Source: an optimization exercise on an open RTL-to-GDS flow (aim: small area). Production flows keep margins and buffers that such runs may drop. Function was checked by simulation only, so behaviour that the tests miss may differ from the original.

==> build 69 <==
## top_FSM
module top_FSM(
	input wire 			sys_clk,
	input wire			sys_rst_n,
	input wire 			pi_money_half,
	input wire 			pi_money_one,
	output wire [3:0] 	led
    );
==> module Key_Filter, before the edit <==
module Key_Filter(
	input	wire	sys_clk,
	input	wire	sys_rst_n,
	input	wire	key_in,
	output	reg		key_out
    );
	localparam [8:0] SEED = 9'h08c;
	localparam [8:0] LAST = 9'h001;
	localparam [8:0] MASK = 9'h1df;
	reg  [8:0] r;
	wire [8:0] x    = r ^ SEED;
	wire       last = ((x & MASK) == (LAST & MASK));
	always @(posedge sys_clk or negedge sys_rst_n)
	if (!sys_rst_n)
		r <= 9'd0;
	else if (key_in)
		r <= 9'd0;
	else if (last)
		r <= SEED;
	else
		r <= {x[7:0], x[8] ^ x[4]} ^ SEED;
	always @(posedge sys_clk or negedge sys_rst_n)
	if (!sys_rst_n)
		key_out <= 1'b0;
	else
		key_out <= last;
endmodule
==> module complex_FSM, before the edit <==
module complex_FSM(
	input	wire		sys_clk,
	input	wire		sys_rst_n,
	input 	wire		pi_money_one,
	input	wire		pi_money_half,
	input	wire		step,
	input	wire [2:1]	led,
	output	reg  [2:0]	state,
	output	reg			chg
    );
	localparam [15:0] SEED = 16'h9662;
	localparam [15:0] LAST = 16'h2214;
	localparam [15:0] MASK = 16'hd5fb;
	wire coin = pi_money_one | pi_money_half;
	wire one  = pi_money_one ^ pi_money_half;
	reg  [15:0] rc;
	wire        timeout = ((rc & MASK) == (LAST & MASK));
	always @(posedge sys_clk)
	if (coin | timeout)
		rc <= SEED;
	else
		rc <= {rc[14:0], rc[15] ^ rc[6]};
	wire [2:0] base = (state[2] & (state[1] | state[0])) ? 3'd0 : state;
	wire [2:0] add  = base + {~pi_money_half, pi_money_half};
	always @(posedge sys_clk or negedge sys_rst_n)
	if (!sys_rst_n)
		state <= 3'd0;
	else if (one)
		state <= add;
	else if (timeout & ~coin)
		state <= 3'd0;
	else if (~chg & step & state[2] & state[1]) begin
		if (led[2])
			state <= 3'd7;
		else if (led[1])
			state <= 3'd6;
	end
	always @(posedge sys_clk)
		chg <= one | (timeout & ~coin & (state != 3'd0));
endmodule
==> module LedCtrl, before the edit <==
module LedCtrl(
	input	wire			sys_clk,
	input	wire			sys_rst_n,
	input	wire	[2:0] 	state,
	input	wire			chg,
	output	wire			step,
	output	reg		[3:0] 	led
    );
	localparam [11:0] SEED = 12'h248;
	localparam [11:0] LAST = 12'h969;
	localparam [11:0] MASK = 12'h5f9;
	reg [11:0] unit;
	assign step = ((unit & MASK) == (LAST & MASK));
	always @(posedge sys_clk)
	if (chg | step)
		unit <= SEED;
	else
		unit <= {unit[10:0], unit[11] ^ unit[0]};
	reg [3:0] pattern;
	always @(*)
	case (state)
		3'd0:    pattern = 4'b0000;
		3'd1:    pattern = 4'b0001;
		3'd2:    pattern = 4'b0011;
		3'd3:    pattern = 4'b0111;
		3'd4:    pattern = 4'b1111;
		default: pattern = 4'b0001;
	endcase
	always @(posedge sys_clk or negedge sys_rst_n)
	if (!sys_rst_n)
		led <= 4'b0000;
	else if (chg)
		led <= pattern;
	else if (step & state[2] & (state[1] | state[0])) begin
		if (state[1] & state[0])
			led <= {led[0], led[3:1]};
		else
			led <= {led[2:0], led[3]};
	end
endmodule
==> module top_FSM, before the edit <==
module top_FSM(
	input wire 			sys_clk,
	input wire			sys_rst_n,
	input wire 			pi_money_half,
	input wire 			pi_money_one,
	output wire [3:0] 	led
    );
	wire fo_money_half;
	wire fo_money_one;
	wire [2:0] state;
	wire chg;
	wire step;
	Key_Filter Key_Filter_inst0(
	.sys_clk(sys_clk),
	.sys_rst_n(sys_rst_n),
	.key_in(pi_money_half),
	.key_out(fo_money_half)
    );
	Key_Filter Key_Filter_inst1(
	.sys_clk(sys_clk),
	.sys_rst_n(sys_rst_n),
	.key_in(pi_money_one),
	.key_out(fo_money_one)
    );
	complex_FSM complex_FSM_inst0(
	.sys_clk(sys_clk),
	.sys_rst_n(sys_rst_n),
	.pi_money_one(fo_money_one),
	.pi_money_half(fo_money_half),
	.step(step),
	.led(led[2:1]),
	.state(state),
	.chg(chg)
    );
	LedCtrl LedCtrl_inst0(
	.sys_clk(sys_clk),
	.sys_rst_n(sys_rst_n),
	.state(state),
	.chg(chg),
	.step(step),
	.led(led)
    );
endmodule
make LEC_CHECK=0 CAP_MARGIN=20 CORE_MARGIN=2 CORE_UTILIZATION=40 SLEW_MARGIN=20 finish   # period 10.0 ns
run.sh (not shown) runs the stock make flow with config.mk's settings and CLKGATE_MAP_FILE= SYNTH_SCRIPT=/design/flow/synth_recipe.tcl, a recipe that flattens the netlist after the stock synthesis.
==> inputs of trial 43, as changes to build 69 <==
==> flow/design.v (replaced) <==
module Key_Filter(
	input	wire	sys_clk,
	input	wire	sys_rst_n,
	input	wire	key_in,
	output	reg		key_out
    );
	parameter	VAILD_TIME_TO_CNT = 9'd500;	 
	localparam	L_VAILD_TIME_TO_CNT = VAILD_TIME_TO_CNT;
	reg	[8:0] clk_cnt;
	always@(posedge sys_clk or negedge sys_rst_n)
	if(!sys_rst_n)
		clk_cnt <= 9'b0;
	else if(key_in == 1'b1)
		clk_cnt <= 9'b0;
	else if(clk_cnt == L_VAILD_TIME_TO_CNT)	 
		clk_cnt <= clk_cnt;
	else
		clk_cnt <= clk_cnt + 1'b1;
	always@(posedge sys_clk or negedge sys_rst_n)
	if(!sys_rst_n)
		key_out <= 1'b0;
	else if(clk_cnt == L_VAILD_TIME_TO_CNT - 1)
		key_out <= 1'b1;
	else
		key_out <= 1'b0;
endmodule
module complex_FSM(
	input	wire	sys_clk,
	input	wire	sys_rst_n,
	input 	wire	pi_money_one,
	input	wire	pi_money_half,
	output	reg		[6:0]	state		 
    );
	wire   [1:0] pi_money;
	assign pi_money = {pi_money_one,pi_money_half};
	localparam	IDLE 		= 5'b00001;
	localparam	HALF		= 5'b00010;
	localparam	ONE	 		= 5'b00100;
	localparam	ONE_HALF 	= 5'b01000;
	localparam	TWO 		= 5'b10000;
	localparam	INPUT_NULL	= 2'b00;
	localparam	INPUT_HALF	= 2'b01;
	localparam	INPUT_ONE	= 2'b10;
	parameter RESET_TIME_TO_CNT = 16'd50000;  
	reg  [15:0] reset_cnt;
	always@(posedge sys_clk or negedge sys_rst_n)
	if(!sys_rst_n)
		reset_cnt <= 16'd0;
	else if(reset_cnt == RESET_TIME_TO_CNT - 1)	 
		reset_cnt <= 16'd0;
	else if(pi_money != INPUT_NULL)				 
		reset_cnt <= 16'd0;
	else if(state != {2'b00,IDLE})				 
		reset_cnt <= reset_cnt + 1'd1; 
	else
		reset_cnt <= reset_cnt;
	always@(posedge sys_clk or negedge sys_rst_n)
	if(!sys_rst_n)
		state <= {2'b00,IDLE};
	else if((reset_cnt == RESET_TIME_TO_CNT - 1)&&(pi_money == INPUT_NULL))
		state <= {2'b00,IDLE};
	else
		case(state[4:0])
		IDLE:	if(pi_money == INPUT_HALF)		 
					state <= {2'b00,HALF};
				else if(pi_money == INPUT_ONE)
					state <= {2'b00,ONE};
				else
					state <= state;				 
		HALF:	if(pi_money == INPUT_HALF)
					state <= {2'b00,ONE};
				else if(pi_money ==INPUT_ONE)
					state <= {2'b00,ONE_HALF};
				else
					state <= state;
		ONE:	if(pi_money == INPUT_HALF)
					state <= {2'b00,ONE_HALF};
				else if(pi_money == INPUT_ONE)
					state <= {2'b00,TWO};
				else 
					state <= state;
		ONE_HALF:if(pi_money == INPUT_HALF)
					state <= {2'b00,TWO};
				else if(pi_money ==INPUT_ONE)
					state  <= {2'b01,IDLE};
				else
					state <= state;
		TWO:	if(pi_money == INPUT_HALF)
					state  <= {2'b01,IDLE};
				else if(pi_money ==INPUT_ONE)
					state  <= {2'b10,IDLE};
				else 
					state <= state;
		default:
				state <= {2'b00,IDLE};
		endcase
endmodule
module LedCtrl(
	input	wire			sys_clk,
	input	wire			sys_rst_n,
	input	wire	[6:0] 	state,
	output	reg		[3:0] 	led
    );
	parameter	FLOW_TIME_TO_CNT	= 12'd2500;	 
	localparam	IDLE 	= 7'b0000001;
	localparam	HALF 	= 7'b0000010;
	localparam	ONE	 	= 7'b0000100;
	localparam	ONE_HALF= 7'b0001000;
	localparam	TWO		= 7'b0010000;
	localparam	TWO_HALF= 7'b0100001;
	localparam	THREE 	= 7'b1000001;
	localparam	L_GAP_CNT 		= FLOW_TIME_TO_CNT - 1'd1;
	reg [6:0] prev_state;
	always@(posedge sys_clk or negedge sys_rst_n)
	if(!sys_rst_n)
		prev_state <= IDLE;
	else
		prev_state <=  state;
	reg	[11:0] unit_cnt;
	always@(posedge sys_clk or negedge sys_rst_n)
	if(!sys_rst_n)
		unit_cnt <= 12'd0;
	else if(state != prev_state)				 
		unit_cnt <= 12'd0;
	else if(unit_cnt == L_GAP_CNT)			 
		unit_cnt <= 12'd0;
	else
		unit_cnt <= unit_cnt + 1'd1;
	reg flow_dir;
	always@(posedge sys_clk or negedge sys_rst_n)
	if(!sys_rst_n)
		flow_dir <= 1'b0;
	else if(state != prev_state)	 
		flow_dir <= 1'b0;
	else if((unit_cnt == L_GAP_CNT)&&(state == THREE))begin
			if(led[2] == 1'b1) 	 
				flow_dir <= 1'b1;
			else if(led[1] == 1'b1)
				flow_dir <= 1'b0;
			else
				flow_dir <= flow_dir;
			end
	else
		flow_dir <= flow_dir;
	localparam	ALL_DARK  = 4'b0000;
	localparam	LIGHT_ONE = 4'b0001;
	localparam	LIGHT_TWO = 4'b0011;
	localparam	LIGHT_THREE = 4'b0111;
	localparam	ALL_LIGHT = 4'b1111;
	always@(posedge sys_clk or negedge sys_rst_n)
	if(!sys_rst_n)
		led <= ALL_DARK;
	else if(state != prev_state)	 
		case(state)
			IDLE:		led <= ALL_DARK;
			HALF:		led <= LIGHT_ONE;
			ONE:		led <= LIGHT_TWO;
			ONE_HALF:	led <= LIGHT_THREE;
			TWO:		led <= ALL_LIGHT;
			TWO_HALF:	led <= LIGHT_ONE;
			THREE:		led <= LIGHT_ONE;
		default:	
			led <= ALL_DARK;
		endcase
	else if(unit_cnt == L_GAP_CNT)
		if(state == TWO_HALF)	 
			led <= {led[2:0],led[3]};
		else if(state == THREE)begin		
			if(!flow_dir)
				led <= {led[2:0],led[3]};
			else
				led <= {led[0],led[3:1]};
			end
		else	
			led <= led;
endmodule
module top_FSM(
	input wire 			sys_clk,
	input wire			sys_rst_n,
	input wire 			pi_money_half,
	input wire 			pi_money_one,
	output wire [3:0] 	led
    );
	wire fo_money_half;
	wire fo_money_one;
	Key_Filter Key_Filter_inst0(
	.sys_clk(sys_clk),
	.sys_rst_n(sys_rst_n),
	.key_in(pi_money_half),
	.key_out(fo_money_half)
    );
	Key_Filter Key_Filter_inst1(
	.sys_clk(sys_clk),
	.sys_rst_n(sys_rst_n),
	.key_in(pi_money_one),
	.key_out(fo_money_one)
    );
	wire [6:0] led_state;
	complex_FSM complex_FSM_inst0(
	.sys_clk(sys_clk),
	.sys_rst_n(sys_rst_n),
	.pi_money_one(fo_money_one),
	.pi_money_half(fo_money_half),
	.state(led_state)		 
    );
	LedCtrl LedCtrl_inst0(
	.sys_clk(sys_clk),
	.sys_rst_n(sys_rst_n),
	.state(led_state),
	.led(led)
    );
endmodule
==> flow_metrics.tcl <==
set metrics [dict create \
    outcome "no timing/DRC/antenna violations" \
    p_clk_share_pct 45.2 \
    vias_per_cell 5.19 \
    worst_slew_pin_slew_ps 838 \
    multi_input_area_share_pct 43.1 \
    synthSimpleGateAreaFrac_pct 23.1 \
    finalCritPeriodShare_pct 33.1 \
    grt_max_degree 68 \
    async_flop_share_pct 100 \
    yosysMostFrequentCell "dfrtp_1" \
]
[end of results for trial 43]
==> flow_metrics.tcl <==
set metrics [dict create \
    p_clk_share_pct 22.0 \
    synthSimpleGateAreaFrac_pct 25.3 \
    finalCritPeriodShare_pct 33.2 \
    outcome "no timing/DRC/antenna violations" \
    multi_input_area_share_pct 34.2 \
    worst_slew_pin_slew_ps 636 \
]
[end of results for build 69]

-- port drivers added, routing unchanged --
The results above use ideal ports. As a check the final layouts listed here were re-extracted and re-timed, cells and wires unchanged. Step 1: set_driving_cell puts a clkbuf_16 on sys_clk and a buf_2 on each other input, an assumption about the parent block. Step 2 also shifts input and output timing later by t, the mid clock arrival at the registers, as if the neighbouring blocks saw the same clock. Three values: ideal, step 1, step 2; two values: the first two.
| run | shift t [ns] | setup WS [ns] | clock arrival spread, ns |
|---|---|---|---|
| build 69 | 0.326 | 6.680 / 6.653 / 6.979 | 0.009 / 0.009 |
| trial 43 | 0.368 | 6.694 / 6.663 / 6.938 | 0.007 / 0.008 |
After both steps setup and hold are still met in every run listed.
